Background: an optimization exercise with open tools, aiming at small area. Do not read the settings as production practice. The RTL was checked by simulation tests, not by an equivalence proof against the original design. Power figures rest on the tool's default switching activity, not on a simulated workload.

**flow/run.sh**
```bash
#!/bin/bash
# Standard synthesis; then the combinational logic between the (untouched) registers is
# re-mapped by ABC with area-oriented scripts (the smallest result is kept); then the
# standard layout steps, with small port buffers and a clock tree of clkbuf_8 buffers
# without dummy loads.
set -euo pipefail
W=$(pwd)
R=$W/orfs/results/$FLOW_PLATFORM/top/base
L=$W/orfs/logs/$FLOW_PLATFORM/top/base
LIB=$FLOW_HOME/platforms/$FLOW_PLATFORM/lib/sky130_fd_sc_hd__tt_025C_1v80.lib

bash standard.sh synth > $W/std_synth.log 2>&1

yosys -p "read_liberty -ignore_miss_func $LIB; write_verilog -noattr $W/cells_all.v" > $W/cells.log 2>&1
python3 $W/flow/comb.py $W/cells_all.v $W/comb_cells.v
DU=$(grep -o -- '-dont_use [A-Za-z0-9_]*' $L/1_2_yosys.log | sort -u | tr '\n' ' ')
cp $R/1_2_yosys.v $W/std_1_2_yosys.v

resyn() {
  yosys -p "read_liberty -lib $LIB; read_verilog $W/std_1_2_yosys.v; hierarchy -top $FLOW_TOP; \
    techmap -map $W/comb_cells.v; techmap; opt -purge; \
    abc -liberty $LIB $DU -script $W/flow/resyn_$1.abc; \
    splitnets; opt_clean -purge; \
    hilomap -singleton -hicell sky130_fd_sc_hd__conb_1 HI -locell sky130_fd_sc_hd__conb_1 LO; \
    insbuf -buf sky130_fd_sc_hd__buf_1 A X; opt_clean -purge; \
    stat -liberty $LIB; write_verilog -noattr -nohex -nodec $W/resyn_$1.v" > $W/resyn_$1.log 2>&1
}
resyn a & resyn b & resyn c & resyn d & wait
best=""; besta=""
for k in a b c d; do
  a=$(grep "Chip area for module" $W/resyn_$k.log | tail -1 | awk '{print $NF}')
  echo "resyn $k: $a" >> $W/resyn_pick.log
  if [[ -n "$a" ]] && { [[ -z "$besta" ]] || python3 -c "import sys; sys.exit(0 if float('$a') < float('$besta') else 1)"; }; then
    best=$k; besta=$a
  fi
done
echo "picked $best ($besta)" >> $W/resyn_pick.log
cp $W/resyn_$best.v $R/1_2_yosys.v
rm -f $R/1_synth.odb $R/1_synth.sdc

export BUFFER_PORTS_ARGS="-buffer_cell sky130_fd_sc_hd__buf_1"
export CTS_ARGS="-sink_clustering_enable -repair_clock_nets -dont_use_dummy_load -buf_list sky130_fd_sc_hd__clkbuf_8 -sink_clustering_size 16 -sink_clustering_max_diameter 60"
bash standard.sh > $W/std_finish.log 2>&1
```
**flow/comb.py**
```python
# Keep the combinational cell models (no state) from a Yosys dump of the liberty file,
# to map the standard synthesis's gates back to logic for re-mapping.
import re, sys
s = open(sys.argv[1]).read()
keep = [b for b, n in re.findall(r'(module (\S+?)\(.*?endmodule)', s, re.S)
        if 'always' not in b and ' reg ' not in b]
open(sys.argv[2], 'w').write('\n\n'.join(keep) + '\n')
```
**flow/resyn_a.abc**
```
strash
ifraig
dc2
&get -n
&deepsyn -T 600 -S 3
&put
dch -f
amap
mfs2 -a
strash
dc2
dch -f
amap
mfs2 -a
strash
dc2
dch -f
amap
mfs2 -a
strash
dch -f
amap
topo
```
**flow/resyn_b.abc**
```
strash
ifraig
dc2
&get -n
&deepsyn -T 600
&put
dch -f
amap
mfs2 -a
strash
dc2
dch -f
amap
mfs2 -a
strash
dc2
dch -f
amap
mfs2 -a
strash
dch -f
amap
topo
```
**flow/resyn_c.abc**
```
strash
ifraig
dc2
&get -n
&deepsyn -T 600 -S 1
&put
dch -f
amap
mfs2 -a
strash
dc2
dch -f
amap
mfs2 -a
strash
dc2
dch -f
amap
mfs2 -a
strash
dch -f
amap
topo
```
**flow/resyn_d.abc**
```
strash
ifraig
dc2
&get -n
&deepsyn -T 600 -S 2
&put
dch -f
amap
mfs2 -a
strash
dc2
dch -f
amap
mfs2 -a
strash
dc2
dch -f
amap
mfs2 -a
strash
dch -f
amap
topo
```
**standard.sh**
```bash
#!/bin/bash
# synth_recipe.tcl (not shown) runs the flow's synth.tcl, then flattens the netlist and writes it again
# the make line also repeats each setting of config.mk as NAME=value (left out here)
make -C /OpenROAD-flow-scripts/flow DESIGN_CONFIG=/design/flow/config.mk WORK_HOME=/design/flow/orfs CLKGATE_MAP_FILE= SYNTH_SCRIPT=/design/flow/synth_recipe.tcl "${@:-finish}"
```
**config.mk**
```make
export PLATFORM = sky130hd
export DESIGN_NAME = top
export DESIGN_NICKNAME = top
export VERILOG_FILES = /design/flow/design.v
export SDC_FILE = /design/flow/constraint.sdc
export NUM_CORES = 4
export LEC_CHECK = 0
export CAP_MARGIN = 20
export CORE_MARGIN = 2
export CORE_UTILIZATION = 40
export SLEW_MARGIN = 20
```
**constraint.sdc**
```tcl
create_clock -name core_clock -period 110.0 [get_ports {clk}]
set_input_delay 22.0000 -clock core_clock [delete_from_list [all_inputs] [get_ports {clk}]]
set_output_delay 22.0000 -clock core_clock [all_outputs]
set_load 0.01 [all_outputs]
```
**design.v**
```verilog
`timescale 1ns / 1ps
module mm_deb (
    input  clk,
    input  rst,
    input  smp,
    input  b,
    output o
);
    reg [3:0] n;
    always @(posedge clk) begin
        if (rst) n <= 4'd9;
        else if (n == 4'd9) n <= 4'd0;
        else if (smp) n <= b ? (n[3] ? n : n + 4'd1) : (n[3] ? 4'd9 : 4'd0);
    end
    assign o = (n == 4'd9);
endmodule
module mm_dp (
    input clk,
    input rst,
    input run,
    input clear,
    input bs,
    input bm,
    input bh,
    input init12,
    output reg [3:0] m1,
    output reg [3:0] m0,
    output reg [2:0] s1,
    output reg [3:0] s0,
    output reg [2:0] n1,
    output reg [3:0] n0,
    output reg [1:0] h1,
    output reg [3:0] h0,
    output reg t100
);
    reg [8:0] c;
    always @(posedge clk) begin
        if (rst) begin
            c <= 9'd0;
            t100 <= 1'b0;
        end else if (run) begin
            if (c == 9'd33) begin
                c <= 9'd0;
                t100 <= 1'b1;
            end else begin
                c <= {c[7:0], ~(c[8] ^ c[4])};
                t100 <= 1'b0;
            end
        end else if (clear) begin
            c <= 9'd0;
            t100 <= 1'b0;
        end else begin
            t100 <= 1'b0;
        end
    end
    wire mw = (m1 == 4'd9) && (m0 == 4'd9);
    wire sw = (s1 == 3'd5) && (s0 == 4'd9);
    wire nw = (n1 == 3'd5) && (n0 == 4'd9);
    wire hw = (h1 == 2'd2) && (h0 == 4'd3);
    reg dt, dl, t1s, t1m, t1h;
    wire is = t1s | (~clear & bs);
    wire im = t1m | (~clear & bm);
    wire ih = t1h | (~clear & bh);
    always @(posedge clk) begin
        if (rst) begin
            dt <= 1'b0; dl <= 1'b0;
            t1s <= 1'b0; t1m <= 1'b0; t1h <= 1'b0;
        end else if (!dt) begin
            dt <= 1'b1;
            dl <= 1'b1;
        end else begin
            dl <= 1'b0;
            if (dl) begin
                t1s <= 1'b0; t1m <= 1'b0; t1h <= 1'b0;
            end else begin
                t1s <= t100 & mw;
                t1m <= is & sw;
                t1h <= im & nw;
            end
        end
    end
    always @(posedge clk) begin
        if (rst) begin
            m1 <= 4'd0; m0 <= 4'd0; s1 <= 3'd0; s0 <= 4'd0;
            n1 <= 3'd0; n0 <= 4'd0; h1 <= 2'd0; h0 <= 4'd0;
        end else if (dt) begin
            if (dl) begin
                m1 <= 4'd0; m0 <= 4'd0; s1 <= 3'd0; s0 <= 4'd0;
                n1 <= 3'd0; n0 <= 4'd0;
                h1 <= init12 ? 2'd1 : 2'd0;
                h0 <= init12 ? 4'd2 : 4'd0;
            end else begin
                if (t100) begin
                    if (m0 == 4'd9) begin
                        m0 <= 4'd0;
                        m1 <= (m1 == 4'd9) ? 4'd0 : m1 + 4'd1;
                    end else m0 <= m0 + 4'd1;
                end else if (clear) begin
                    m1 <= 4'd0; m0 <= 4'd0;
                end
                if (is) begin
                    if (s0 == 4'd9) begin
                        s0 <= 4'd0;
                        s1 <= (s1 == 3'd5) ? 3'd0 : s1 + 3'd1;
                    end else s0 <= s0 + 4'd1;
                end else if (clear) begin
                    s1 <= 3'd0; s0 <= 4'd0;
                end
                if (im) begin
                    if (n0 == 4'd9) begin
                        n0 <= 4'd0;
                        n1 <= (n1 == 3'd5) ? 3'd0 : n1 + 3'd1;
                    end else n0 <= n0 + 4'd1;
                end else if (clear) begin
                    n1 <= 3'd0; n0 <= 4'd0;
                end
                if (ih) begin
                    if (hw) begin
                        h1 <= 2'd0; h0 <= 4'd0;
                    end else if (h0 == 4'd9) begin
                        h0 <= 4'd0;
                        h1 <= h1 + 2'd1;
                    end else h0 <= h0 + 4'd1;
                end else if (clear) begin
                    h1 <= 2'd0; h0 <= 4'd0;
                end
            end
        end
    end
endmodule
module top (
    input clk,
    input rst,
    input rx,
    input [3:0] sw_mode,
    input btn_L, btn_R, btn_D, btn_U,
    input echo,
    input dht_in,
    output dht_oe,
    output dht_drv,
    output trig,
    output tx,
    output [3:0] fndCom,
    output [7:0] fndFont
);
    wire sw1 = sw_mode[1];
    reg t50;
    reg [2:0] scan;
    always @(posedge clk) begin
        if (rst) scan <= 3'd0;
        else if (t50) scan <= scan + 3'd1;
    end
    reg [1:0] c4;
    reg [3:0] c10;
    reg [2:0] m5;
    reg tus, tms;
    always @(posedge clk) begin
        if (rst) begin
            c4 <= 2'd0; c10 <= 4'd0; m5 <= 3'd0; tus <= 1'b0; tms <= 1'b0; t50 <= 1'b0;
        end else begin
            c4 <= c4 + 2'd1;
            tus <= (c4 == 2'd3);
            tms <= (c4 == 2'd3) && (c10 == 4'd9);
            t50 <= (m5 == 3'd1 && c10 == 4'd3 && c4 == 2'd1) ||
                   (m5 == 3'd2 && c10 == 4'd14 && c4 == 2'd3) ||
                   (m5 == 3'd3 && c10 == 4'd6 && c4 == 2'd1) ||
                   (m5 == 3'd4 && c10 == 4'd9 && c4 == 2'd3);
            if (c4 == 2'd3 && c10 == 4'd9) m5 <= (m5 == 3'd4) ? 3'd0 : m5 + 3'd1;
            if (c4 == 2'd3) c10 <= (c10 == 4'd9) ? 4'd0 : {c10[2:0], ~(c10[3] ^ c10[2])};
        end
    end
    reg [1:0] bs;
    always @(posedge clk) begin
        if (rst) bs <= 2'd0;
        else bs <= (bs == 2'd3) ? 2'd1 : bs + 2'd1;
    end
    wire bt = (bs == 2'd3);
    wire pL, pR, pD, pU;
    mm_deb dL (.clk(clk), .rst(rst), .smp(t50), .b(btn_L), .o(pL));
    mm_deb dR (.clk(clk), .rst(rst), .smp(t50), .b(btn_R), .o(pR));
    mm_deb dD (.clk(clk), .rst(rst), .smp(t50), .b(btn_D), .o(pD));
    mm_deb dU (.clk(clk), .rst(rst), .smp(t50), .b(btn_U), .o(pU));
    reg rxv;                 
    wire [7:0] rxb;          
    wire [7:0] cu = rxb & 8'hdf;
    reg rxv_d;
    always @(posedge clk) begin
        if (rst) rxv_d <= 1'b0;
        else rxv_d <= rxv;
    end
    wire u_run   = rxv_d && (cu == "R");
    wire u_clear = rxv_d && (cu == "C");
    wire u_hour  = rxv_d && (cu == "H");
    wire u_min   = rxv_d && (cu == "M");
    wire u_sec   = rxv_d && (cu == "S");
    wire u_mode  = rxv_d && (cu == "X");
    reg rep;                 
    always @(posedge clk) begin
        if (rst) rep <= 1'b0;
        else if (u_mode) rep <= ~rep;
    end
    reg [1:0] swst;          
    wire i_run = pL | u_run;
    wire i_clr = pR | u_clear;
    always @(posedge clk) begin
        if (rst) swst <= 2'd0;
        else case (swst)
            2'd0: if (i_run) swst <= 2'd1; else if (i_clr) swst <= 2'd2;
            2'd1: if (i_run) swst <= 2'd0;
            2'd2: if (i_clr) swst <= 2'd0;
            default: ;
        endcase
    end
    wire [3:0] wm1, wm0, wn0, ws0, wh0, sm1, sm0, sn0, ss0, sh0;
    wire [2:0] ws1, wn1, ss1, sn1;
    wire [1:0] wh1, sh1;
    wire t100w, t100s;
    mm_dp u_w (
        .clk(clk), .rst(rst & sw1), .run(1'b1), .clear(1'b0),
        .bs((pU | u_sec) & sw1), .bm((pD | u_min) & sw1), .bh((pL | u_hour) & sw1),
        .init12(sw1),
        .m1(wm1), .m0(wm0), .s1(ws1), .s0(ws0), .n1(wn1), .n0(wn0), .h1(wh1), .h0(wh0),
        .t100(t100w));
    mm_dp u_s (
        .clk(clk), .rst(rst & ~sw1), .run((swst == 2'd1) & ~sw1), .clear((swst == 2'd2) & ~sw1),
        .bs(1'b0), .bm(1'b0), .bh(1'b0), .init12(1'b0),
        .m1(sm1), .m0(sm0), .s1(ss1), .s0(ss0), .n1(sn1), .n0(sn0), .h1(sh1), .h0(sh0),
        .t100(t100s));
    wire [3:0] dm1 = sw1 ? wm1 : sm1;
    wire [3:0] dm0 = sw1 ? wm0 : sm0;
    wire [2:0] ds1 = sw1 ? ws1 : ss1;
    wire [3:0] ds0 = sw1 ? ws0 : ss0;
    wire [2:0] dn1 = sw1 ? wn1 : sn1;
    wire [3:0] dn0 = sw1 ? wn0 : sn0;
    wire [1:0] dh1 = sw1 ? wh1 : sh1;
    wire [3:0] dh0 = sw1 ? wh0 : sh0;
    reg [2:0] ust;
    reg trig_r;
    reg [11:0] uw;           
    wire [11:0] uw_nx = {uw[10:0], ~(uw[11] ^ uw[5] ^ uw[3] ^ uw[0])};
    reg [5:0] er;
    reg [2:0] q2;
    reg [3:0] q1, q0;
    wire e_top = (q2 == 3'd5) && (q1 == 4'd6) && (q0 == 4'd4) && (er == 6'd55);   
    always @(posedge clk) begin
        if (rst) begin
            ust <= 3'd0; uw <= 12'd0;
        end else begin
            case (ust)
                3'd0: begin
                    uw <= 12'd0;
                    if (sw_mode[2]) ust <= 3'd1;
                end
                3'd1: if (tus) ust <= 3'd2;
                3'd2: begin
                    if (uw == 12'd3753) begin
                        ust <= 3'd3; uw <= 12'd0;
                    end else if (tus) uw <= uw_nx;
                end
                3'd3: begin
                    if (echo) begin
                        ust <= 3'd4;
                    end else if (uw == 12'd1861) begin
                        ust <= 3'd0; uw <= 12'd0;
                    end else if (tus) uw <= uw_nx;
                end
                3'd4: begin
                    if (!echo) ust <= 3'd5;
                end
                3'd5: if (tus) ust <= 3'd6;
                3'd6: begin
                    if (uw == 12'd518) ust <= 3'd0;
                    else if (tus) uw <= uw_nx;
                end
                default: ;
            endcase
        end
    end
    always @(posedge clk or posedge rst) begin
        if (rst) trig_r <= 1'b0;
        else if (ust == 3'd2) trig_r <= 1'b1;
        else if (ust == 3'd3) trig_r <= 1'b0;
    end
    wire e_clr = (ust == 3'd3) && (echo || uw == 12'd1861);
    wire e_inc = (ust == 3'd4) && echo && tus;
    always @(posedge clk) begin
        if (rst) begin
            er <= 6'd0; q2 <= 3'd0; q1 <= 4'd0; q0 <= 4'd0;
        end else if (e_clr || (e_inc && e_top)) begin
            er <= 6'd0; q2 <= 3'd0; q1 <= 4'd0; q0 <= 4'd0;
        end else if (e_inc) begin
            if (er == 6'd57) begin
                er <= 6'd0;
                if (q0 == 4'd9) begin
                    q0 <= 4'd0;
                    if (q1 == 4'd9) begin
                        q1 <= 4'd0; q2 <= q2 + 3'd1;
                    end else q1 <= q1 + 4'd1;
                end else q0 <= q0 + 4'd1;
            end else er <= er + 6'd1;
        end
    end
    assign trig = trig_r;
    wire big = (q2 > 3'd4) ||
               (q2 == 3'd4 && (q1 > 4'd1 ||
               (q1 == 4'd1 && (q0 > 4'd3 ||
               (q0 == 4'd3 && er > 6'd46)))));
    wire [3:0] dd2 = big ? 4'd5 : {1'b0, q2};
    wire [3:0] dd1 = big ? 4'd1 : q1;
    wire [3:0] dd0 = big ? 4'd1 : q0;
    wire ge256 = (q2 > 3'd2) || (q2 == 3'd2 && (q1 > 4'd5 || (q1 == 4'd5 && q0 >= 4'd6)));
    wire b0 = (q0 < 4'd6);
    wire [3:0] s0 = b0 ? q0 + 4'd4 : q0 - 4'd6;
    wire b1 = (q1 < 4'd5) || (q1 == 4'd5 && b0);
    wire [3:0] s1 = q1 + (b1 ? 4'd5 : 4'd11) - {3'd0, b0};
    wire [2:0] s2 = q2 - 3'd2 - {2'd0, b1};
    wire [3:0] ld2 = big ? 4'd2 : ge256 ? {1'b0, s2} : {1'b0, q2};
    wire [3:0] ld1 = big ? 4'd5 : ge256 ? s1 : q1;
    wire [3:0] ld0 = big ? 4'd5 : ge256 ? s0 : q0;
    reg [3:0] dst;
    reg r_mcu, io_oe, o_tout;
    reg [7:0] dcnt;          
    reg [5:0] rcv;           
    reg [1:0] tst;           
    reg [8:0] t10;
    reg go_idle;
    wire start_dht = (dst == 4'd1) & ~io_oe;    
    wire done_r = (dst == 4'd11);               
    wire bitv = dcnt[6:0] > 7'd40;
    reg [7:0] db;            
    wire [7:0] dbc = {db[6:0], bitv};
    reg [7:0] dsum;          
    reg [3:0] st_h1, st_h0, st_t1, st_t0;
    reg [1:0] st_hm, st_tm;
    function [7:0] bcd2x(input [7:0] v, input b);
        reg [2:0] o5, t5;
        begin
            o5 = (v[3:0] >= 4'd5) ? v[2:0] - 3'd5 : v[2:0];
            t5 = (v[7:4] >= 4'd5) ? v[6:4] - 3'd5 : v[6:4];
            bcd2x = {t5, v[3:0] >= 4'd5, o5, b};
        end
    endfunction
    wire first_bit = (rcv[2:0] == 3'd0);
    wire [7:0] nx_h = bcd2x(first_bit ? 8'd0 : {st_h1, st_h0}, bitv);
    wire [7:0] nx_t = bcd2x(first_bit ? 8'd0 : {st_t1, st_t0}, bitv);
    wire [1:0] d100 = (dbc >= 8'd200) ? 2'd2 : (dbc >= 8'd100) ? 2'd1 : 2'd0;
    wire byte_end = (dst == 4'd7) && (rcv[2:0] == 3'd7);
    always @(posedge clk) begin
        if (dst == 4'd7) db <= dbc;
        if (dst == 4'd7 && rcv[5:3] == 3'd0) {st_h1, st_h0} <= nx_h;
        if (dst == 4'd7 && rcv[5:3] == 3'd2) {st_t1, st_t0} <= nx_t;
        if (byte_end) begin
            if (!rcv[5]) dsum <= (rcv[4:3] == 2'd0 ? 8'd0 : dsum) + dbc;
            if (rcv[5:3] == 3'd1) st_hm <= d100;
            if (rcv[5:3] == 3'd3) st_tm <= d100;
        end
    end
    always @(posedge clk) begin
        if (rst) begin
            dst <= 4'd0; dcnt <= 8'd0; rcv <= 6'd0;
            o_tout <= 1'b0;
        end else begin
            case (dst)
                4'd0: begin
                    dcnt <= 8'd0; rcv <= 6'd0;
                    if (sw_mode[3]) begin
                        dst <= 4'd1; o_tout <= 1'b0;
                    end
                end
                4'd1: begin
                    if (tms) begin
                        if (dcnt == 8'd17) begin
                            dcnt <= 8'd0; dst <= 4'd2;
                        end else dcnt <= dcnt + 8'd1;
                    end
                end
                4'd2: begin
                    if (tus) begin
                        if (dcnt == 8'd29) begin
                            dst <= 4'd3; dcnt <= 8'd0;
                        end else dcnt <= dcnt + 8'd1;
                    end
                end
                4'd3: if (tus & ~dht_in) dst <= 4'd4;
                4'd4: if (tus & dht_in) dst <= 4'd5;
                4'd5: if (tus & ~dht_in) dst <= 4'd6;
                4'd6: begin
                    if (tus) begin
                        if (dht_in) begin
                            dst <= 4'd8; dcnt <= 8'd0;
                        end else if (dcnt == 8'd149) begin
                            dst <= 4'd0; dcnt <= 8'd0; o_tout <= 1'b1;
                        end else dcnt <= dcnt + 8'd1;
                    end
                end
                4'd8: begin
                    if (tus) begin
                        if (!dht_in) dst <= 4'd7;
                        else if (dcnt == 8'd149) begin
                            dst <= 4'd0; dcnt <= 8'd0; o_tout <= 1'b1;
                        end else dcnt <= dcnt + 8'd1;
                    end
                end
                4'd7: begin
                    dcnt <= 8'd0;
                    if (rcv == 6'd39) begin
                        rcv <= 6'd0; dst <= 4'd9;
                    end else begin
                        rcv <= rcv + 6'd1; dst <= 4'd6;
                    end
                end
                4'd9: if (~dht_in & tus) dst <= 4'd11;
                4'd11: dst <= go_idle ? 4'd0 : 4'd10;      
                4'd10: if (go_idle) dst <= 4'd0;
                default: ;
            endcase
        end
    end
    always @(posedge clk) begin
        if (rst) begin
            tst <= 2'd0; t10 <= 9'd0; go_idle <= 1'b0;
        end else case (tst)
            2'd0: begin
                go_idle <= 1'b0;
                if (start_dht) tst <= 2'd1;
            end
            2'd1: begin
                if (tms) begin
                    if (t10 == 9'd33) begin          
                        t10 <= 9'd0; tst <= 2'd2;
                    end else t10 <= {t10[7:0], ~(t10[8] ^ t10[4])};
                end
                if (o_tout) tst <= 2'd0;
            end
            2'd2: begin
                go_idle <= 1'b1; tst <= 2'd0;
            end
            default: ;
        endcase
    end
    always @(posedge clk or posedge rst) begin
        if (rst) io_oe <= 1'b0;
        else case (dst)
            4'd1: io_oe <= 1'b1;
            4'd2: if (tus && dcnt == 8'd29) io_oe <= 1'b0;
            default: ;
        endcase
    end
    always @(posedge clk) begin
        if (rst) r_mcu <= 1'b1;
        else case (dst)
            4'd0, 4'd2: r_mcu <= 1'b1;
            4'd1: r_mcu <= 1'b0;
            default: ;
        endcase
    end
    assign dht_oe = io_oe;
    assign dht_drv = r_mcu;
    reg [3:0] h1d, h0d, t1d, t0d;
    reg [1:0] hmd, tmd;
    reg derr;
    always @(posedge clk) begin
        if (rst) begin
            h1d <= 4'd0; h0d <= 4'd0; t1d <= 4'd0; t0d <= 4'd0;
            hmd <= 2'd0; tmd <= 2'd0; derr <= 1'b0;
        end else if (done_r) begin
            h1d <= st_h1; h0d <= st_h0; t1d <= st_t1; t0d <= st_t0;
            hmd <= st_hm; tmd <= st_tm; derr <= (db != dsum);
        end
    end
    wire dht_bad = derr | o_tout;
    reg [1:0] rs;
    reg [3:0] rc;
    reg [2:0] rdc;
    reg rdone;
    reg [7:0] rbuf;
    always @(posedge clk) begin
        if (rs == 2'd2 && bt && rc == 4'd15) rbuf <= {rx, rbuf[7:1]};
    end
    assign rxb = rbuf;
    always @(posedge clk) begin
        if (rst) begin
            rs <= 2'd0; rc <= 4'd0; rdc <= 3'd0; rdone <= 1'b0; rxv <= 1'b0;
        end else begin
            rdone <= 1'b0;
            rxv <= rdone;
            case (rs)
                2'd0: if (!rx) rs <= 2'd1;
                2'd1: if (bt) begin
                    if (rc == 4'd7) begin
                        rc <= 4'd0; rs <= 2'd2;
                    end else rc <= rc + 4'd1;
                end
                2'd2: if (bt) begin
                    if (rc == 4'd15) begin
                        rc <= 4'd0;
                        rdc <= rdc + 3'd1;
                        if (rdc == 3'd7) rs <= 2'd3;
                    end else rc <= rc + 4'd1;
                end
                2'd3: if (bt) begin
                    if (rc == 4'd15) begin
                        rdone <= 1'b1; rc <= 4'd0; rs <= 2'd0;
                    end else rc <= rc + 4'd1;
                end
            endcase
        end
    end
    reg [3:0] selT, selD;
    reg [4:0] selH;
    reg tick_d;
    always @(posedge clk) begin
        if (rst) begin
            selT <= 4'd0; selD <= 4'd0; selH <= 5'd0; tick_d <= 1'b0;
        end else begin
            tick_d <= t100w;
            if (t100w) begin
                selT <= (selT == 4'd11) ? 4'd0 : selT + 4'd1;
                selD <= (selD == 4'd10) ? 4'd0 : selD + 4'd1;
                selH <= (selH == 5'd24) ? 5'd0 : selH + 5'd1;
            end
        end
    end
    wire mD = (sw_mode[3:1] == 3'b010);
    wire mH = (sw_mode[3:1] == 3'b100);
    reg isdig;
    reg [3:0] rdig;
    reg [7:0] rcst;
    always @(*) begin
        isdig = 1'b0;
        rdig = 4'd0;
        rcst = 8'h00;
        if (mD) begin
            case (selD)
                4'd1: rcst = "S";
                4'd2: rcst = "T";
                4'd3: rcst = ":";
                4'd4: rcst = " ";
                4'd5: begin isdig = 1'b1; rdig = ld2; end
                4'd6: begin isdig = 1'b1; rdig = ld1; end
                4'd7: begin isdig = 1'b1; rdig = ld0; end
                4'd8: rcst = "c";
                4'd9: rcst = "m";
                4'd10: rcst = 8'h0a;
                default: rcst = "D";
            endcase
        end else if (mH) begin
            case (selH)
                5'd1: rcst = 8'h65;
                5'd2: rcst = 8'h6d;
                5'd3: rcst = 8'h70;
                5'd4: rcst = 8'h3a;
                5'd5: rcst = 8'h20;
                5'd6: begin isdig = 1'b1; rdig = t1d; end
                5'd7: begin isdig = 1'b1; rdig = t0d; end
                5'd8: rcst = 8'h2e;
                5'd9: begin isdig = 1'b1; rdig = {2'b0, tmd}; end
                5'd10: rcst = 8'h20;
                5'd11: rcst = 8'h68;
                5'd12: rcst = 8'h75;
                5'd13: rcst = 8'h6d;
                5'd14: rcst = 8'h69;
                5'd15: rcst = 8'h3a;
                5'd16: rcst = 8'h20;
                5'd17: begin isdig = 1'b1; rdig = h1d; end
                5'd18: begin isdig = 1'b1; rdig = h0d; end
                5'd19: rcst = 8'h2e;
                5'd20: begin isdig = 1'b1; rdig = {2'b0, hmd}; end
                5'd21: rcst = 8'h09;
                5'd22: rcst = dht_bad ? 8'h58 : 8'h4f;
                5'd23: rcst = dht_bad ? 8'h58 : 8'h4b;
                5'd24: rcst = 8'h0a;
                default: rcst = 8'h74;
            endcase
        end else begin
            case (selT)
                4'd1: rcst = sw1 ? "L" : "W";
                4'd2: rcst = 8'h20;
                4'd3: begin isdig = 1'b1; rdig = {2'b0, dh1}; end
                4'd4: begin isdig = 1'b1; rdig = dh0; end
                4'd5: rcst = 8'h3a;
                4'd6: begin isdig = 1'b1; rdig = {1'b0, dn1}; end
                4'd7: begin isdig = 1'b1; rdig = dn0; end
                4'd8: rcst = 8'h3a;
                4'd9: begin isdig = 1'b1; rdig = {1'b0, ds1}; end
                4'd10: begin isdig = 1'b1; rdig = ds0; end
                4'd11: rcst = 8'h0a;
                default: rcst = sw1 ? "C" : "S";
            endcase
        end
    end
    wire [7:0] rep_ch = isdig ? {4'h3, rdig} : rcst;
    reg [7:0] fm0, fm1, fm2, fm3;
    reg [1:0] wp, rp;
    wire txd;                
    wire f_empty = (wp == rp);
    wire f_re = ~txd & ~f_empty;
    wire f_we = rep ? t100w : rxv;
    wire [7:0] f_wd = rep ? rep_ch : rxb;
    reg [7:0] f_head;
    always @(*) begin
        case (rp)
            2'd0: f_head = fm0;
            2'd1: f_head = fm1;
            2'd2: f_head = fm2;
            default: f_head = fm3;
        endcase
    end
    wire [7:0] f_out = f_re ? f_head : 8'h00;
    always @(posedge clk) begin
        if (f_we) begin
            case (wp)
                2'd0: fm0 <= f_wd;
                2'd1: fm1 <= f_wd;
                2'd2: fm2 <= f_wd;
                default: fm3 <= f_wd;
            endcase
        end
    end
    always @(posedge clk) begin
        if (rst) begin
            wp <= 2'd0; rp <= 2'd0;
        end else begin
            if (f_we) wp <= wp + 2'd1;
            if (f_re) rp <= rp + 2'd1;
        end
    end
    wire tx_start = rep ? (f_re & tick_d) : ~f_empty;
    reg [2:0] ts;
    reg txr;
    reg [2:0] tbc;
    reg [3:0] ttc;
    reg [7:0] tdat;
    always @(posedge clk) begin
        if ((ts == 3'd0 || ts == 3'd5) && tx_start) tdat <= f_out;
    end
    always @(posedge clk) begin
        if (rst) begin
            ts <= 3'd0; tbc <= 3'd0; ttc <= 4'd0;
        end else case (ts)
            3'd0: if (tx_start) ts <= 3'd1;
            3'd5: ts <= tx_start ? 3'd1 : 3'd0;     
            3'd1: if (bt) ts <= 3'd6;
            3'd6: ts <= 3'd2;                       
            3'd2: begin
                if (bt) begin
                    if (ttc == 4'd15) begin
                        tbc <= 3'd0; ttc <= 4'd0; ts <= 3'd3;
                    end else ttc <= ttc + 4'd1;
                end
            end
            3'd3: begin
                if (bt) begin
                    if (ttc == 4'd15) begin
                        ttc <= 4'd0;
                        if (tbc == 3'd7) ts <= 3'd4;
                        else tbc <= tbc + 3'd1;
                    end else ttc <= ttc + 4'd1;
                end
            end
            3'd4: begin
                if (bt) begin
                    if (ttc == 4'd15) begin
                        ts <= 3'd5; ttc <= 4'd0;
                    end else ttc <= ttc + 4'd1;
                end
            end
            default: ;
        endcase
    end
    assign txd = (ts == 3'd2) || (ts == 3'd3) || (ts == 3'd4) || (ts == 3'd5);
    always @(posedge clk or posedge rst) begin
        if (rst) txr <= 1'b1;
        else case (ts)
            3'd0, 3'd4, 3'd5: txr <= 1'b1;
            3'd2, 3'd6: txr <= 1'b0;
            3'd3: txr <= tdat[tbc];
            default: ;
        endcase
    end
    assign tx = txr;
    wire dot = (dm1 >= 4'd5);
    wire [7:0] dotp = dot ? 8'h7f : 8'hff;
    reg sdig;
    reg [3:0] sv;
    reg [7:0] spat;
    always @(*) begin
        sdig = 1'b0;
        sv = 4'd0;
        spat = 8'hff;
        case ({sw_mode[3:2], sw_mode[0]})
            3'b001: case (scan)
                3'd0: begin sdig = 1'b1; sv = dn0; end
                3'd1: begin sdig = 1'b1; sv = {1'b0, dn1}; end
                3'd2: begin sdig = 1'b1; sv = dh0; end
                3'd3: begin sdig = 1'b1; sv = {2'b0, dh1}; end
                3'd6: spat = dotp;
                default: ;
            endcase
            3'b010: case (scan)
                3'd0: begin sdig = 1'b1; sv = dd0; end
                3'd1: begin sdig = 1'b1; sv = dd1; end
                3'd2: begin sdig = 1'b1; sv = dd2; end
                3'd3: spat = 8'ha1;
                3'd7: spat = 8'h7f;
                default: ;
            endcase
            3'b100: case (scan)
                3'd0: begin sdig = 1'b1; sv = {2'b0, tmd}; end
                3'd1: begin sdig = 1'b1; sv = t0d; end
                3'd2: begin sdig = 1'b1; sv = t1d; end
                3'd3: spat = 8'h87;
                3'd5: spat = 8'h7f;
                default: ;
            endcase
            3'b101: case (scan)
                3'd0: begin sdig = 1'b1; sv = {2'b0, hmd}; end
                3'd1: begin sdig = 1'b1; sv = h0d; end
                3'd2: begin sdig = 1'b1; sv = h1d; end
                3'd3: spat = 8'h89;
                3'd5: spat = 8'h7f;
                default: ;
            endcase
            default: case (scan)
                3'd0: begin sdig = 1'b1; sv = dm0; end
                3'd1: begin sdig = 1'b1; sv = dm1; end
                3'd2: begin sdig = 1'b1; sv = ds0; end
                3'd3: begin sdig = 1'b1; sv = {1'b0, ds1}; end
                3'd6: spat = dotp;
                default: ;
            endcase
        endcase
    end
    reg [7:0] seg;
    always @(*) begin
        case (sv)
            4'd0: seg = 8'hc0;
            4'd1: seg = 8'hf9;
            4'd2: seg = 8'ha4;
            4'd3: seg = 8'hb0;
            4'd4: seg = 8'h99;
            4'd5: seg = 8'h92;
            4'd6: seg = 8'h82;
            4'd7: seg = 8'hf8;
            4'd8: seg = 8'h80;
            default: seg = 8'h90;
        endcase
        if (!sdig) seg = spat;
    end
    assign fndFont = rst ? 8'hc0 : seg;
    assign fndCom = rst ? 4'b1110 : ~(4'b0001 << scan[1:0]);
endmodule
```
==> tab_implementation.tex, run 1 <==
\begin{tabular}{lr}
\hline
Metric & Value \\
\hline
\multicolumn{2}{l}{\textbf{Clocking}} \\
Maximum count of clock buffers along a single path & 3 \\
CTS HTree Levels & 1 \\
Clock insertion delay at the later pin of the skew report & 0.64 ns \\
CTS Buf Count & 31 \\
CTS tree & built \\
Clock sink count & 334 \\
CTS hold repair buffers & 0 \\
Clock input transition at the sequential cells of the worst setup and hold paths & 0.09 ns \\
Clock root buffer master & sky130\_fd\_sc\_hd\_\_clkbuf\_8 \\
Setup fix buffers added after clock tree synthesis & 0 \\
Number of gates resized after CTS & 0 \\
\multicolumn{2}{l}{\textbf{Placed design}} \\
Worst-case setup slack after placement & 62.10 ns \\
Number of placed instances, taps included & 2,421 \\
Buffers on Ports & 28 \\
Routability-driven placement congestion ratio & 0.930 \\
Placed wire-length estimate after detailed placement & 30,200 um \\
\multicolumn{2}{l}{\textbf{Cells and area}} \\
Number of nets in the layout & 1,957 \\
Layout area overhead & 8.54\% \\
Final Core Density & 43.9\% \\
Diode count & 0 \\
Non-filler instance count after layout & 2,453 \\
Share of final-layout standard cells stronger than drive strength 1 & 2.78\% \\
Filler instances & 3,728 \\
\multicolumn{2}{l}{\textbf{Route}} \\
Vias per cell & 5.55 \\
Detail-routed net length per standard cell & 16.6 um \\
Wirelength, routed & 40,600 um \\
Count of antenna-violating nets left after detailed routing & 0 \\
Vias & 13,600 \\
Residual DRC count & 0 \\
DR iter-0 viols & 1,019 \\
Detailed-routing iteration count for the pre-antenna-repair pass & 7 \\
\multicolumn{2}{l}{\textbf{Floorplanning}} \\
Core Region & 0.0376 mm2 \\
Initial core utilization & 40.5\% \\
Die Y-Extent & 199 um \\
I/O Pins & 29 \\
Total Die Area & 0.0396 mm2 \\
Std cell rows & 71 \\
Die width & 199 um \\
\multicolumn{2}{l}{\textbf{Critical path}} \\
CP Class & in -> out \\
Critical path data required time & 88.00 ns \\
Endpoint type of the worst setup path & primary output \\
Worst reg-to-reg path cell count & 16 \\
Maximum fanout encountered on the critical timing path & 31 \\
Launching element type of the critical path & input port \\
Endpoint arrival time on the critical path & 25.47 ns \\
\multicolumn{2}{l}{\textbf{Worst hold path}} \\
Hold path cells & 2 \\
Class of the tightest hold or removal check & reg -> reg \\
\multicolumn{2}{l}{\textbf{GRT}} \\
Number of global-route vias before repair & 12,600 \\
Wire length of the first global-routing pass & 65,900 um \\
GRT Total Usage & 20.6\% \\
Antenna violations before repair & 0 \\
Maximum number of pins on one net before global-route repair & 40 \\
Sum of overflow across all layers after global routing & 0 \\
\multicolumn{2}{l}{\textbf{Timing}} \\
Final setup TNS & 0 ns \\
Clock period minus worst slack & 47.47 ns \\
Final Slew Violations & 0 \\
Part of the cycle the worst path needs & 43.2\% \\
Slew @ Worst Pin & 1.08 ns \\
Number of endpoints with negative hold slack in the final report & 0 \\
Final WS setup & 62.53 ns \\
Final worst clock skew & 0.0571 ns \\
Setup Viol. Count Final & 0 \\
Setup repair after global routing missed its margin & false \\
Fmax & 0.0211 GHz \\
Relative slew margins & 27.3\% \\
\multicolumn{2}{l}{\textbf{Job}} \\
Number of maximum-capacitance constraint violations & 0 \\
\multicolumn{2}{l}{\textbf{Logic synthesis}} \\
Synth Cell Area & 0.0152 mm2 \\
Synthesized net count & 1,890 \\
Gate Count Post-Synth & 1,877 \\
Synth warn & 3 \\
Mean cell area of the mapped netlist & 8.10 um2 \\
\multicolumn{2}{l}{\textbf{Status}} \\
Result of the run & finished clean \\
\multicolumn{2}{l}{\textbf{Power and ir drop}} \\
VDD IR max & 7.89 uV \\
Total power divided by cell area & 13.8 mW/mm2 \\
Final total power & 0.000227 W \\
Leakage power figure & 5.20 nW \\
\hline
\end{tabular}
[cell usage in the layout, fill, tap and decap left out, types with 18 or more instances in the layout]
cell,n
sky130_fd_sc_hd__clkbuf_8,31
sky130_fd_sc_hd__nor2_1,361
sky130_fd_sc_hd__nand2_1,149
sky130_fd_sc_hd__dfxtp_1,247
sky130_fd_sc_hd__o22ai_1,102
sky130_fd_sc_hd__buf_1,27
sky130_fd_sc_hd__a31oi_1,29
sky130_fd_sc_hd__clkinv_1,270
sky130_fd_sc_hd__a21oi_1,75
sky130_fd_sc_hd__nor4_1,24
sky130_fd_sc_hd__o21ai_0,103
sky130_fd_sc_hd__a211oi_1,37
sky130_fd_sc_hd__or2_0,18
sky130_fd_sc_hd__nor3_1,116
sky130_fd_sc_hd__edfxtp_1,84
sky130_fd_sc_hd__nand3_1,26
[where the power goes]
part / internal (W) / switching, W / total, W
Combinational: 0.00000936 / 0.0000194 / 0.0000288
Clock: 0.0000249 / 0.0000392 / 0.0000641
Sequential: 0.000131 / 0.00000385 / 0.000134
Total: 0.000165 / 0.0000625 / 0.000227
[path summary, 6_finish.rpt]
| check | startpoint | slack (ns) | to |
|---|---|---|---|
| min | u_w.c[1] | 0.43 | u_w.c[2] |
| max in group asynchronous | rst | 87.66 | io_oe |
| max reg2reg | dst[1] | 106.16 | dst[1] |
| max | sw_mode[1] | 62.53 | fndFont[0] |
| min in group asynchronous | rst | 21.98 | trig_r |
| min reg2reg | u_w.c[1] | 0.43 | u_w.c[2] |
[registers in the layout (all words and copies together) (netlist names), 5 cells and up]
register  cells
fm3           8
t10           9
u_w.c         9
dsum          8
rbuf          8
fm0           8
fm1           8
tdat          8
dcnt          8
uw           12
u_s.c         9
rcv           6
er            6
db            8
fm2           8
selH          5
[per-layer routing]
| metal | wire length (um) | up-vias | GRT usage [%] | share of wire [%] |
|---|---|---|---|---|
| met4 | 1440 | 0 | 7.85 | 3.6 |
| met3 | 2200 | 109 | 2.42 | 5.4 |
| met2 | 18600 | 406 | 34.4 | 46 |
| met1 | 18300 | 6245 | 27.4 | 45 |
| met5 | 0 | - | 0 | 0 |
| li1 | - | 6865 | - | - |
[stage by stage]
step	area (um2)	hold slack [ns]
floorplan	15200	0.403
global placement	16000	0.415
detailed placement	16000	0.424
CTS	16500	0.438
global route	16500	0.451
finish	16500	0.435
[critical path, stage by stage]
cell and delay, ns:
sky130_fd_sc_hd__buf_1 0.07, sky130_fd_sc_hd__buf_4 0.32, sky130_fd_sc_hd__clkinv_1 0.40, sky130_fd_sc_hd__buf_16 0.29, sky130_fd_sc_hd__o22ai_1 0.26, sky130_fd_sc_hd__a21oi_1 0.10
sky130_fd_sc_hd__o21ai_0 0.08, sky130_fd_sc_hd__nor3_1 0.10, sky130_fd_sc_hd__a2111oi_0 0.62, sky130_fd_sc_hd__clkinv_1 0.26, sky130_fd_sc_hd__nor2_1 0.17, sky130_fd_sc_hd__nor2_1 0.08
sky130_fd_sc_hd__or3_1 0.37, sky130_fd_sc_hd__o21ai_0 0.17, sky130_fd_sc_hd__buf_1 0.17
[layout make-up]
class	instances	area (um2)	share of cell area, %
timing repair buffer	46	262	1.58
clock buffer	31	427	2.58
inverter	270	1010	6.14
tap	511	639	3.87
multi-input combinational	1261	6620	40.1
sequential	334	7540	45.7
==> inputs of run 2 (changes only) <==
--- a/design.v
+++ b/design.v
@@ -323,7 +323,7 @@
     reg [5:0] rcv;           
     reg [1:0] tst;           
     reg [8:0] t10;
-    reg go_idle;
+    wire go_idle = (tst == 2'd3);    
     wire start_dht = (dst == 4'd1) & ~io_oe;    
     wire done_r = (dst == 4'd11);               
     wire bitv = dcnt[6:0] > 7'd40;
@@ -418,12 +418,9 @@
     end
     always @(posedge clk) begin
         if (rst) begin
-            tst <= 2'd0; t10 <= 9'd0; go_idle <= 1'b0;
+            tst <= 2'd0; t10 <= 9'd0;
         end else case (tst)
-            2'd0: begin
-                go_idle <= 1'b0;
-                if (start_dht) tst <= 2'd1;
-            end
+            2'd0, 2'd3: tst <= start_dht ? 2'd1 : 2'd0;
             2'd1: begin
                 if (tms) begin
                     if (t10 == 9'd33) begin          
@@ -432,10 +429,7 @@
                 end
                 if (o_tout) tst <= 2'd0;
             end
-            2'd2: begin
-                go_idle <= 1'b1; tst <= 2'd0;
-            end
-            default: ;
+            default: tst <= 2'd3;    
         endcase
     end
     always @(posedge clk or posedge rst) begin
==> run 2 against run 1 <==
Against the previous run:
- clock power fell by 2%
- worst setup slack got worse by 0.26 ns
- still clean on timing, DRC and antenna
- critical endpoint is now fndFont[4]
- final cell count fell by 2.0%
- via count fell by 1.3%
==> tab_implementation.tex, run 2 <==
\begin{tabular}{lr}
\hline
Metric & Value \\
\hline
\multicolumn{2}{l}{\textbf{Logic synthesis}} \\
Synth warn & 3 \\
Gate Count Post-Synth & 1,837 \\
Synth Cell Area & 0.0151 mm2 \\
Synthesized net count & 1,850 \\
Mean cell area of the mapped netlist & 8.21 um2 \\
\multicolumn{2}{l}{\textbf{Route}} \\
Residual DRC count & 0 \\
Wirelength, routed & 39,700 um \\
Vias & 13,400 \\
Vias per cell & 5.60 \\
Detail-routed net length per standard cell & 16.5 um \\
Detailed-routing iteration count for the pre-antenna-repair pass & 8 \\
DR iter-0 viols & 1,095 \\
Count of antenna-violating nets left after detailed routing & 0 \\
\multicolumn{2}{l}{\textbf{Critical path}} \\
Maximum fanout encountered on the critical timing path & 32 \\
Worst R2R Start & q0[1] \\
Worst reg-to-reg path cell count & 15 \\
R2R setup slack & 106.09 ns \\
Endpoint type of the worst setup path & primary output \\
Endpoint of the most critical register-to-register path & fm0[3] \\
Critical path data required time & 88.00 ns \\
Endpoint arrival time on the critical path & 25.74 ns \\
CP Class & in -> out \\
Launching element type of the critical path & input port \\
\multicolumn{2}{l}{\textbf{Cells and area}} \\
Layout area overhead & 8.06\% \\
Max FFs per register & 12 \\
Diode count & 0 \\
Final Core Density & 43.6\% \\
Number of nets in the layout & 1,907 \\
Most common cell after layout, fill and taps aside & sky130\_fd\_sc\_hd\_\_nor2\_1 \\
Commonest cells after routing, fill and taps aside & sky130\_fd\_sc\_hd\_\_nor2\_1 (353), sky130\_fd\_sc\_hd\_\_clkinv\_1 (263), sky130\_fd\_sc\_hd\_\_dfxtp\_1 (246), sky130\_fd\_sc\_hd\_\_nand2\_1 (160), sky130\_fd\_sc\_hd\_\_nor3\_1 (112) \\
Largest Register & uw \\
Share of final-layout standard cells stronger than drive strength 1 & 2.48\% \\
\multicolumn{2}{l}{\textbf{Clocking}} \\
CTS hold repair buffers & 0 \\
Clock sink count & 333 \\
Clock insertion delay at the later pin of the skew report & 0.64 ns \\
Number of gates resized after CTS & 0 \\
Clock input transition at the sequential cells of the worst setup and hold paths & 0.10 ns \\
Setup fix buffers added after clock tree synthesis & 0 \\
Maximum count of clock buffers along a single path & 3 \\
CTS Buf Count & 30 \\
CTS tree & built \\
CTS HTree Levels & 1 \\
Clock root buffer master & sky130\_fd\_sc\_hd\_\_clkbuf\_8 \\
\multicolumn{2}{l}{\textbf{Floorplanning}} \\
Total Die Area & 0.0393 mm2 \\
Initial core utilization & 40.3\% \\
Core Region & 0.0374 mm2 \\
Std cell rows & 71 \\
I/O Pins & 29 \\
Die width & 198 um \\
Die Y-Extent & 198 um \\
\multicolumn{2}{l}{\textbf{GRT}} \\
Number of global-route vias before repair & 12,500 \\
Antenna violations before repair & 0 \\
Sum of overflow across all layers after global routing & 0 \\
Wire length of the first global-routing pass & 65,400 um \\
Maximum number of pins on one net before global-route repair & 45 \\
GRT Total Usage & 20.4\% \\
\multicolumn{2}{l}{\textbf{Timing}} \\
Fmax & 0.0209 GHz \\
Part of the cycle the worst path needs & 43.4\% \\
Setup Viol. Count Final & 0 \\
Clock period minus worst slack & 47.74 ns \\
Slew @ Worst Pin & 0.971 ns \\
Setup repair after global routing missed its margin & false \\
Worst hold slack across all endpoints & 0.401 ns \\
Final Slew Violations & 0 \\
Relative slew margins & 34.8\% \\
Final setup TNS & 0 ns \\
Final worst clock skew & 0.0679 ns \\
Number of endpoints with negative hold slack in the final report & 0 \\
Final WS setup & 62.26 ns \\
\multicolumn{2}{l}{\textbf{Worst hold path}} \\
Class of the tightest hold or removal check & reg -> reg \\
Hold path cells & 1 \\
Hold EP & u\_s.dl \\
Beginning of the worst hold path & u\_s.dt \\
\multicolumn{2}{l}{\textbf{Power and ir drop}} \\
Total power divided by cell area & 14.3 mW/mm2 \\
VDD IR max & 10.3 uV \\
Final total power & 0.000233 W \\
Leakage power figure & 5.16 nW \\
\multicolumn{2}{l}{\textbf{Placed design}} \\
Routability-driven placement congestion ratio & 0.902 \\
Placed wire-length estimate after detailed placement & 29,300 um \\
Buffers on Ports & 28 \\
Worst-case setup slack after placement & 62.36 ns \\
\multicolumn{2}{l}{\textbf{Status}} \\
Result of the run & finished clean \\
\multicolumn{2}{l}{\textbf{Job}} \\
Number of maximum-capacitance constraint violations & 0 \\
\hline
\end{tabular}
-- run 2: changes by cell type in the layout (fill, tap and decap cells not counted), sizes merged, moves of 9 or more --
cell | before | now
buf | 45 | 36
or3 | 16 | 5
nand2 | 149 | 160
o22ai | 102 | 87
a21oi | 75 | 64
a32o | 0 | 12
nor4 | 24 | 15
-- run 2: worst max path at each step --
stage,depth (start not counted),slack (ns),start,to
floorplan,10,63.54,sw_mode[1],fndFont[3]
global placement,13,62.50,sw_mode[1],fndFont[4]
detailed placement,12,62.36,sw_mode[1],fndFont[0]
CTS,12,62.36,sw_mode[1],fndFont[0]
global route,13,61.87,sw_mode[1],fndFont[4]
finish,13,62.26,sw_mode[1],fndFont[4]
-- run 2: stage by stage --
| stage | cell area [um2] | std cells |
|---|---|---|
| global placement | 15900 | 2373 |
| finish | 16300 | 2403 |
| detailed placement | 15900 | 2373 |
| CTS | 16300 | 2403 |
| global route | 16300 | 2403 |
| floorplan | 15100 | 1837 |
-- run 2: worst max-delay path: stages --
cell,delay [ns]
sky130_fd_sc_hd__buf_1,0.07
sky130_fd_sc_hd__buf_4,0.29
sky130_fd_sc_hd__clkinv_1,0.77
sky130_fd_sc_hd__o22ai_1,0.54
sky130_fd_sc_hd__o22ai_1,0.15
sky130_fd_sc_hd__nor2_1,0.15
sky130_fd_sc_hd__o22ai_1,0.10
sky130_fd_sc_hd__a2111oi_0,0.68
sky130_fd_sc_hd__clkinv_1,0.26
sky130_fd_sc_hd__o21bai_1,0.28
sky130_fd_sc_hd__nor2_1,0.09
sky130_fd_sc_hd__nor3_1,0.17
sky130_fd_sc_hd__buf_1,0.17
-- run 2: final cells by class --
| type | instances | area (um2) |
|---|---|---|
| multi-input combinational | 1229 | 6560 |
| tap | 511 | 639 |
| timing repair buffer | 37 | 174 |
| inverter | 263 | 987 |
| clock buffer | 30 | 413 |
| sequential | 333 | 7520 |
| fill | 3773 | 21100 |
-- run 2: report_power, final --
group | internal, W | switching, W
combinational | 0.0000117 | 0.0000224
sequential | 0.000131 | 0.00000528
clock | 0.0000242 | 0.0000387
-- run 2: layer usage --
| metal | routed length, um | track usage, % |
|---|---|---|
| met1 | 18300 | 27.9 |
| met2 | 18100 | 33.5 |
| met4 | 1280 | 6.43 |
| met3 | 2030 | 2.81 |
| met5 | 0 | 0 |
==> inputs of run 3 (changes only) <==
--- a/flow/run.sh
+++ b/flow/run.sh
@@ -25,9 +25,9 @@
     insbuf -buf sky130_fd_sc_hd__buf_1 A X; opt_clean -purge; \
     stat -liberty $LIB; write_verilog -noattr -nohex -nodec $W/resyn_$1.v" > $W/resyn_$1.log 2>&1
 }
-resyn a & resyn b & resyn c & resyn d & wait
+resyn a
 best=""; besta=""
-for k in a b c d; do
+for k in a; do
   a=$(grep "Chip area for module" $W/resyn_$k.log | tail -1 | awk '{print $NF}')
   echo "resyn $k: $a" >> $W/resyn_pick.log
   if [[ -n "$a" ]] && { [[ -z "$besta" ]] || python3 -c "import sys; sys.exit(0 if float('$a') < float('$besta') else 1)"; }; then
==> flow/resyn_a.abc (replaced) <==
strash
ifraig
dc2
dch -f
amap
mfs2 -a
strash
dc2
dch -f
amap
mfs2 -a
strash
dc2
dch -f
amap
mfs2 -a
strash
dch -f
amap
mfs2 -a
strash
dch -f
amap
topo
removed: flow/resyn_b.abc
removed: flow/resyn_c.abc
removed: flow/resyn_d.abc
==> run 3 against run 2 <==
Against the previous run:
- via count grew 8.5%
- clock power rose by 2%
- die area increased by 5.4%
- sequential power barely moved
- count of clock-buffer cells in the layout grew 1
- flip-flop and latch count stayed put
- combinational power increased by 16%
- worst hold slack worse by 0.0075 ns
- sequential share of layout area fell by 2.3 points
- critical path depth decreased by 1
- cell area grew 5.3%
- worst setup slack worse by 0.053 ns
- critical endpoint unchanged
==> tab_implementation.tex, run 3 <==
\begin{tabular}{lr}
\hline
Metric & Value \\
\hline
\multicolumn{2}{l}{\textbf{Clocking}} \\
CTS hold repair buffers & 0 \\
CTS Buf Count & 31 \\
Clock sink count & 333 \\
Clock root buffer master & sky130\_fd\_sc\_hd\_\_clkbuf\_8 \\
Clock insertion delay at the later pin of the skew report & 0.66 ns \\
Maximum count of clock buffers along a single path & 3 \\
Number of gates resized after CTS & 0 \\
Setup fix buffers added after clock tree synthesis & 0 \\
Clock input transition at the sequential cells of the worst setup and hold paths & 0.08 ns \\
CTS tree & built \\
CTS HTree Levels & 1 \\
\multicolumn{2}{l}{\textbf{Logic synthesis}} \\
Synth warn & 3 \\
Mean cell area of the mapped netlist & 7.90 um2 \\
Gate Count Post-Synth & 2,014 \\
Synth Cell Area & 0.0159 mm2 \\
Synthesized net count & 2,027 \\
\multicolumn{2}{l}{\textbf{Route}} \\
Detail-routed net length per standard cell & 16.7 um \\
Detailed-routing iteration count for the pre-antenna-repair pass & 5 \\
Count of antenna-violating nets left after detailed routing & 0 \\
Residual DRC count & 0 \\
Vias per cell & 5.62 \\
Wirelength, routed & 43,300 um \\
DR iter-0 viols & 962 \\
Vias & 14,600 \\
\multicolumn{2}{l}{\textbf{Timing}} \\
Setup Viol. Count Final & 0 \\
Final Slew Violations & 0 \\
Number of endpoints with negative hold slack in the final report & 0 \\
Slew @ Worst Pin & 0.900 ns \\
Final WS setup & 62.21 ns \\
Final setup TNS & 0 ns \\
Setup repair after global routing missed its margin & false \\
Final worst clock skew & 0.0966 ns \\
Fmax & 0.0209 GHz \\
Relative slew margins & 39.8\% \\
Clock period minus worst slack & 47.79 ns \\
Part of the cycle the worst path needs & 43.4\% \\
\multicolumn{2}{l}{\textbf{Floorplanning}} \\
Std cell rows & 73 \\
Die width & 203 um \\
Die Y-Extent & 203 um \\
I/O Pins & 29 \\
Initial core utilization & 40.3\% \\
Total Die Area & 0.0414 mm2 \\
Core Region & 0.0395 mm2 \\
\multicolumn{2}{l}{\textbf{Status}} \\
Result of the run & finished clean \\
\multicolumn{2}{l}{\textbf{Cells and area}} \\
Diode count & 0 \\
Largest Register & uw \\
Commonest cells after routing, fill and taps aside & sky130\_fd\_sc\_hd\_\_nor2\_1 (431), sky130\_fd\_sc\_hd\_\_clkinv\_1 (284), sky130\_fd\_sc\_hd\_\_dfxtp\_1 (246), sky130\_fd\_sc\_hd\_\_nand2\_1 (136), sky130\_fd\_sc\_hd\_\_o21ai\_0 (125) \\
Most common cell after layout, fill and taps aside & sky130\_fd\_sc\_hd\_\_nor2\_1 \\
Share of final-layout standard cells stronger than drive strength 1 & 2.36\% \\
Number of nets in the layout & 2,088 \\
Max FFs per register & 12 \\
Final Core Density & 43.5\% \\
Filler instances & 3,949 \\
Final cell area excluding filler cells & 0.0172 mm2 \\
Layout area overhead & 7.85\% \\
\multicolumn{2}{l}{\textbf{Critical path}} \\
CP startpoint & sw\_mode[1] \\
Endpoint arrival time on the critical path & 25.79 ns \\
Launching element type of the critical path & input port \\
Worst reg-to-reg path cell count & 16 \\
R2R setup slack & 105.90 ns \\
CP Class & in -> out \\
Endpoint type of the worst setup path & primary output \\
Critical path data required time & 88.00 ns \\
Worst R2R Start & q0[1] \\
Maximum fanout encountered on the critical timing path & 38 \\
Termination of the worst setup path & fndFont[4] \\
Endpoint of the most critical register-to-register path & fm0[3] \\
\multicolumn{2}{l}{\textbf{Placed design}} \\
Buffers on Ports & 28 \\
Worst-case setup slack after placement & 62.35 ns \\
Placed wire-length estimate after detailed placement & 32,300 um \\
Placed inst area & 0.0167 mm2 \\
Routability-driven placement congestion ratio & 0.923 \\
\multicolumn{2}{l}{\textbf{GRT}} \\
Number of global-route vias before repair & 13,700 \\
Antenna violations before repair & 1 \\
Wire length of the first global-routing pass & 70,900 um \\
Maximum number of pins on one net before global-route repair & 60 \\
GRT Total Usage & 20.9\% \\
Sum of overflow across all layers after global routing & 0 \\
\multicolumn{2}{l}{\textbf{Power and ir drop}} \\
Total power divided by cell area & 14.1 mW/mm2 \\
Leakage power figure & 5.32 nW \\
VDD IR max & 8.59 uV \\
\multicolumn{2}{l}{\textbf{Job}} \\
Number of maximum-capacitance constraint violations & 0 \\
\multicolumn{2}{l}{\textbf{Worst hold path}} \\
Class of the tightest hold or removal check & reg -> reg \\
\hline
\end{tabular}
## run 3: stage by stage
step	cells	hold WS (ns)	total power, W
6_report	2598	0.394	0.000242
5_1_grt	2598	0.408	0.000255
4_1_cts	2598	0.400	0.000244
3_5_place_dp	2567	0.420	0.000180
3_3_place_gp	2567	0.415	0.000179
2_1_floorplan	2014	0.398	0.000167
## run 3: worst max-delay path: stages
cell,delay [ns]
sky130_fd_sc_hd__clkbuf_2,0.59
sky130_fd_sc_hd__clkinv_1,0.92
sky130_fd_sc_hd__o22ai_1,0.50
sky130_fd_sc_hd__nor2_1,0.09
sky130_fd_sc_hd__nor4_1,0.38
sky130_fd_sc_hd__o22ai_1,0.16
sky130_fd_sc_hd__nor2_1,0.28
sky130_fd_sc_hd__clkinv_1,0.15
sky130_fd_sc_hd__nand2_1,0.10
sky130_fd_sc_hd__nor2_1,0.04
sky130_fd_sc_hd__a2111oi_0,0.35
sky130_fd_sc_hd__buf_1,0.20
## run 3: area by class of cell
cell class	count	area (um2)	area share (%)
Sequential cell	333	7520	43.8
Multi-Input combinational cell	1384	7280	42.4
Inverter	285	1070	6.23
Tap cell	525	657	3.83
Clock buffer	31	427	2.49
Timing Repair Buffer	40	200	1.17
## run 3: how the worst min path moves through the flow
stage | end | from | cells after the start | slack, ns
final | t50 | m5[2] | 1 | 0.39
after detailed placement | u_w.c[1] | u_w.c[0] | 2 | 0.42
after global routing | t50 | m5[2] | 1 | 0.41
after CTS | t50 | m5[2] | 1 | 0.40
after floorplan | rxv_d | rxv | 2 | 0.40
after global placement | u_w.c[1] | u_w.c[0] | 2 | 0.41
## run 3: layer usage
layer  GRT usage, %  wire (um)  vias up
met1           27.6      19800     6832
met5              0          0        -
li1               -          -     7381
met2           35.4      20300      296
met4           7.06       1500        0
met3           2.68       1730       86
## run 3: power breakdown
group	switching, W	total (W)	leakage (nW)	internal (W)
clock network	0.0000393	0.0000642	0.223	0.0000249
registers	0.00000622	0.000138	2.80	0.000131
logic	0.0000267	0.0000397	2.30	0.0000130
total	0.0000723	0.000242	5.32	0.000169
==> inputs of run 4 (changes only) <==
--- a/config.mk
+++ b/config.mk
@@ -8,4 +8,5 @@
 export CAP_MARGIN = 20
 export CORE_MARGIN = 2
 export CORE_UTILIZATION = 40
+export GPL_TIMING_DRIVEN = 0
 export SLEW_MARGIN = 20
==> run 4 against run 3 <==
Against the previous run:
- worst setup slack got worse by 0.34 ns
- maximum frequency decreased by 0.70%
- flip-flop and latch count unchanged
- synthesized cell count unchanged
- via count decreased by 0.96%
- area after synthesis unchanged
- still clean
- largest cell class unchanged
- largest power group unchanged
- critical path depth increased by 1
- sequential power about the same
- register-to-register slack improved by 0.09 ns
==> tab_implementation.tex, run 4 <==
\begin{tabular}{lr}
\hline
Metric & Value \\
\hline
\multicolumn{2}{l}{\textbf{Status}} \\
Result of the run & finished clean \\
\multicolumn{2}{l}{\textbf{Timing}} \\
Fmax & 0.0208 GHz \\
Clock period minus worst slack & 48.13 ns \\
Slew @ Worst Pin & 1.02 ns \\
Final worst clock skew & 0.0879 ns \\
Number of endpoints with negative hold slack in the final report & 0 \\
Final setup TNS & 0 ns \\
Relative slew margins & 31.5\% \\
Setup Viol. Count Final & 0 \\
Final Slew Violations & 0 \\
Setup repair after global routing missed its margin & false \\
Part of the cycle the worst path needs & 43.8\% \\
\multicolumn{2}{l}{\textbf{Power and ir drop}} \\
Final total power & 0.000240 W \\
VDD IR max & 9.03 uV \\
Total power divided by cell area & 14.0 mW/mm2 \\
Leakage power figure & 5.32 nW \\
\multicolumn{2}{l}{\textbf{Route}} \\
Detail-routed net length per standard cell & 15.7 um \\
Wirelength, routed & 40,800 um \\
Vias per cell & 5.55 \\
Residual DRC count & 0 \\
Vias & 14,500 \\
Detailed-routing iteration count for the pre-antenna-repair pass & 5 \\
Count of antenna-violating nets left after detailed routing & 0 \\
DR iter-0 viols & 982 \\
\multicolumn{2}{l}{\textbf{Floorplanning}} \\
Core Region & 0.0395 mm2 \\
Die width & 203 um \\
Total Die Area & 0.0414 mm2 \\
Initial core utilization & 40.3\% \\
Std cell rows & 73 \\
Die Y-Extent & 203 um \\
I/O Pins & 29 \\
\multicolumn{2}{l}{\textbf{Critical path}} \\
CP Class & in -> out \\
Slowest CP cell & sky130\_fd\_sc\_hd\_\_clkinv\_1 \\
Maximum fanout encountered on the critical timing path & 38 \\
Max incr delay on CP & 0.96 ns \\
Worst reg-to-reg path cell count & 16 \\
Endpoint type of the worst setup path & primary output \\
Cell-by-cell listing of the critical path & buf\_2 -> clkinv\_1 -> o22ai\_1 -> o22ai\_1 -> nor3\_1 -> nor3\_1 -> nor3\_1 -> clkinv\_1 -> nor2\_1 -> nor2\_1 -> o21ai\_0 -> buf\_1 -> buf\_1 \\
Launching element type of the critical path & input port \\
R2R setup slack & 105.99 ns \\
Endpoint of the most critical register-to-register path & fm2[3] \\
Critical path data required time & 88.00 ns \\
CP startpoint & sw\_mode[1] \\
Termination of the worst setup path & fndFont[3] \\
Endpoint arrival time on the critical path & 26.13 ns \\
Cell repeated most along the worst path & sky130\_fd\_sc\_hd\_\_nor3\_1 \\
Worst R2R Start & q0[1] \\
\multicolumn{2}{l}{\textbf{Worst hold path}} \\
Class of the tightest hold or removal check & reg -> reg \\
\multicolumn{2}{l}{\textbf{Clocking}} \\
Setup fix buffers added after clock tree synthesis & 0 \\
Clock insertion delay at the later pin of the skew report & 0.65 ns \\
CTS tree & built \\
CTS HTree Levels & 1 \\
Maximum count of clock buffers along a single path & 3 \\
Clock input transition at the sequential cells of the worst setup and hold paths & 0.10 ns \\
CTS Buf Count & 30 \\
Clock root buffer master & sky130\_fd\_sc\_hd\_\_clkbuf\_8 \\
Number of gates resized after CTS & 0 \\
CTS hold repair buffers & 0 \\
Clock sink count & 333 \\
\multicolumn{2}{l}{\textbf{GRT}} \\
Number of global-route vias before repair & 13,500 \\
Antenna violations before repair & 0 \\
Sum of overflow across all layers after global routing & 0 \\
Wire length of the first global-routing pass & 67,200 um \\
Maximum number of pins on one net before global-route repair & 41 \\
GRT Total Usage & 19.6\% \\
\multicolumn{2}{l}{\textbf{Cells and area}} \\
Diode count & 0 \\
Largest Register & uw \\
Max FFs per register & 12 \\
Number of nets in the layout & 2,094 \\
Layout area overhead & 8.21\% \\
Share of final-layout standard cells stronger than drive strength 1 & 2.26\% \\
Final cell area excluding filler cells & 0.0172 mm2 \\
Final Core Density & 43.6\% \\
Commonest cells after routing, fill and taps aside & sky130\_fd\_sc\_hd\_\_nor2\_1 (430), sky130\_fd\_sc\_hd\_\_clkinv\_1 (284), sky130\_fd\_sc\_hd\_\_dfxtp\_1 (246), sky130\_fd\_sc\_hd\_\_nand2\_1 (136), sky130\_fd\_sc\_hd\_\_o21ai\_0 (125) \\
Most common cell after layout, fill and taps aside & sky130\_fd\_sc\_hd\_\_nor2\_1 \\
\multicolumn{2}{l}{\textbf{Placed design}} \\
Buffers on Ports & 28 \\
Placed wire-length estimate after detailed placement & 30,500 um \\
Routability-driven placement congestion ratio & 0.944 \\
Placed inst area & 0.0168 mm2 \\
\multicolumn{2}{l}{\textbf{Logic synthesis}} \\
Synth Cell Area & 0.0159 mm2 \\
Synth warn & 3 \\
Mean cell area of the mapped netlist & 7.90 um2 \\
Synthesized net count & 2,027 \\
Gate Count Post-Synth & 2,014 \\
\multicolumn{2}{l}{\textbf{Job}} \\
Number of maximum-capacitance constraint violations & 0 \\
\hline
\end{tabular}
-- run 4: worst max-delay path, delay by kind of cell --
family / cells / cell delay, ns
AOI/OAI and AO/OA: 3 / 1.00
and+or+nand+nor: 5 / 1.09
buffers and inverters: 5 / 2.01
-- run 4: metal layers --
| metal | vias up | wire length (um) | GRT usage [%] |
|---|---|---|---|
| met5 | - | 0 | 0 |
| met4 | 0 | 883 | 4.93 |
| met3 | 70 | 1700 | 2.86 |
| met2 | 307 | 19400 | 34.4 |
| met1 | 6735 | 18800 | 25.2 |
| li1 | 7343 | - | - |
-- run 4: worst min path at each step --
stage,startpoint,end,cells past startpoint
finish,rxv,rxv_d,2
global route,rxv,rxv_d,2
CTS,rxv,rxv_d,2
detailed placement,u_w.c[0],u_w.c[1],2
global placement,u_w.c[0],u_w.c[1],2
floorplan,rxv,rxv_d,2
-- run 4: final cells by class --
class	count	area, um2
well taps	525	657
inverters	285	1070
multi-input cells	1384	7300
flip-flops and latches	333	7520
repair buffers	35	205
clock buffers	30	413
plain buffers	12	45.0
fillers	4016	22200
-- run 4: metrics by stage --
stage / setup slack, ns / hold slack (ns) / std cells
after floorplan: 64.02 / 0.398 / 2014
after global placement: 58.80 / 0.418 / 2567
after detailed placement: 62.05 / 0.418 / 2574
after CTS: 62.01 / 0.438 / 2604
after global routing: 61.50 / 0.450 / 2604
final: 61.87 / 0.432 / 2604
-- run 4: where the power goes --
part,switching [W],internal [W]
clock network,0.0000391,0.0000242
logic,0.0000267,0.0000130
registers,0.00000577,0.000132
total,0.0000716,0.000169

[static timing again, ports no longer ideal]
The flow's constraints put no driver on any port. The routed layouts listed below were extracted and timed again, unchanged, in two steps.
Step 1 assumes that a clkbuf_16 drives the clock port and a buf_2 every other input.
Step 2 adds t to the input delays and takes it off the output delays; t is the mean of the earliest and latest rising clock arrival at the registers after step 1. Input paths then give back, and output paths get back, about the clock's delay inside the block.
Slacks: ideal / step 1 / step 2; pairs: ideal / step 1.
| run | t, ns | slack for setup (ns) | worst setup path after step 2 | clock arrival spread, ns | worst slew at a driven data input, ns |
|---|---|---|---|---|---|
| run 1 | 0.665 | 62.529 / 62.503 / 62.503 | input to output | 0.061 / 0.061 | 0.04 |
| run 2 | 0.651 | 62.265 / 62.237 / 62.237 | input to output | 0.075 / 0.076 | 0.07 |
| run 3 | 0.665 | 62.211 / 62.175 / 62.175 | input to output | 0.097 / 0.097 | 0.04 |
| run 4 | 0.656 | 61.875 / 61.850 / 61.850 | input to output | 0.093 / 0.093 | 0.04 |
After both steps setup and hold are still met in every run listed. The setup slack of run 3, which loses most, moves by -0.036 ns with the drivers and by -0.036 ns with both steps.
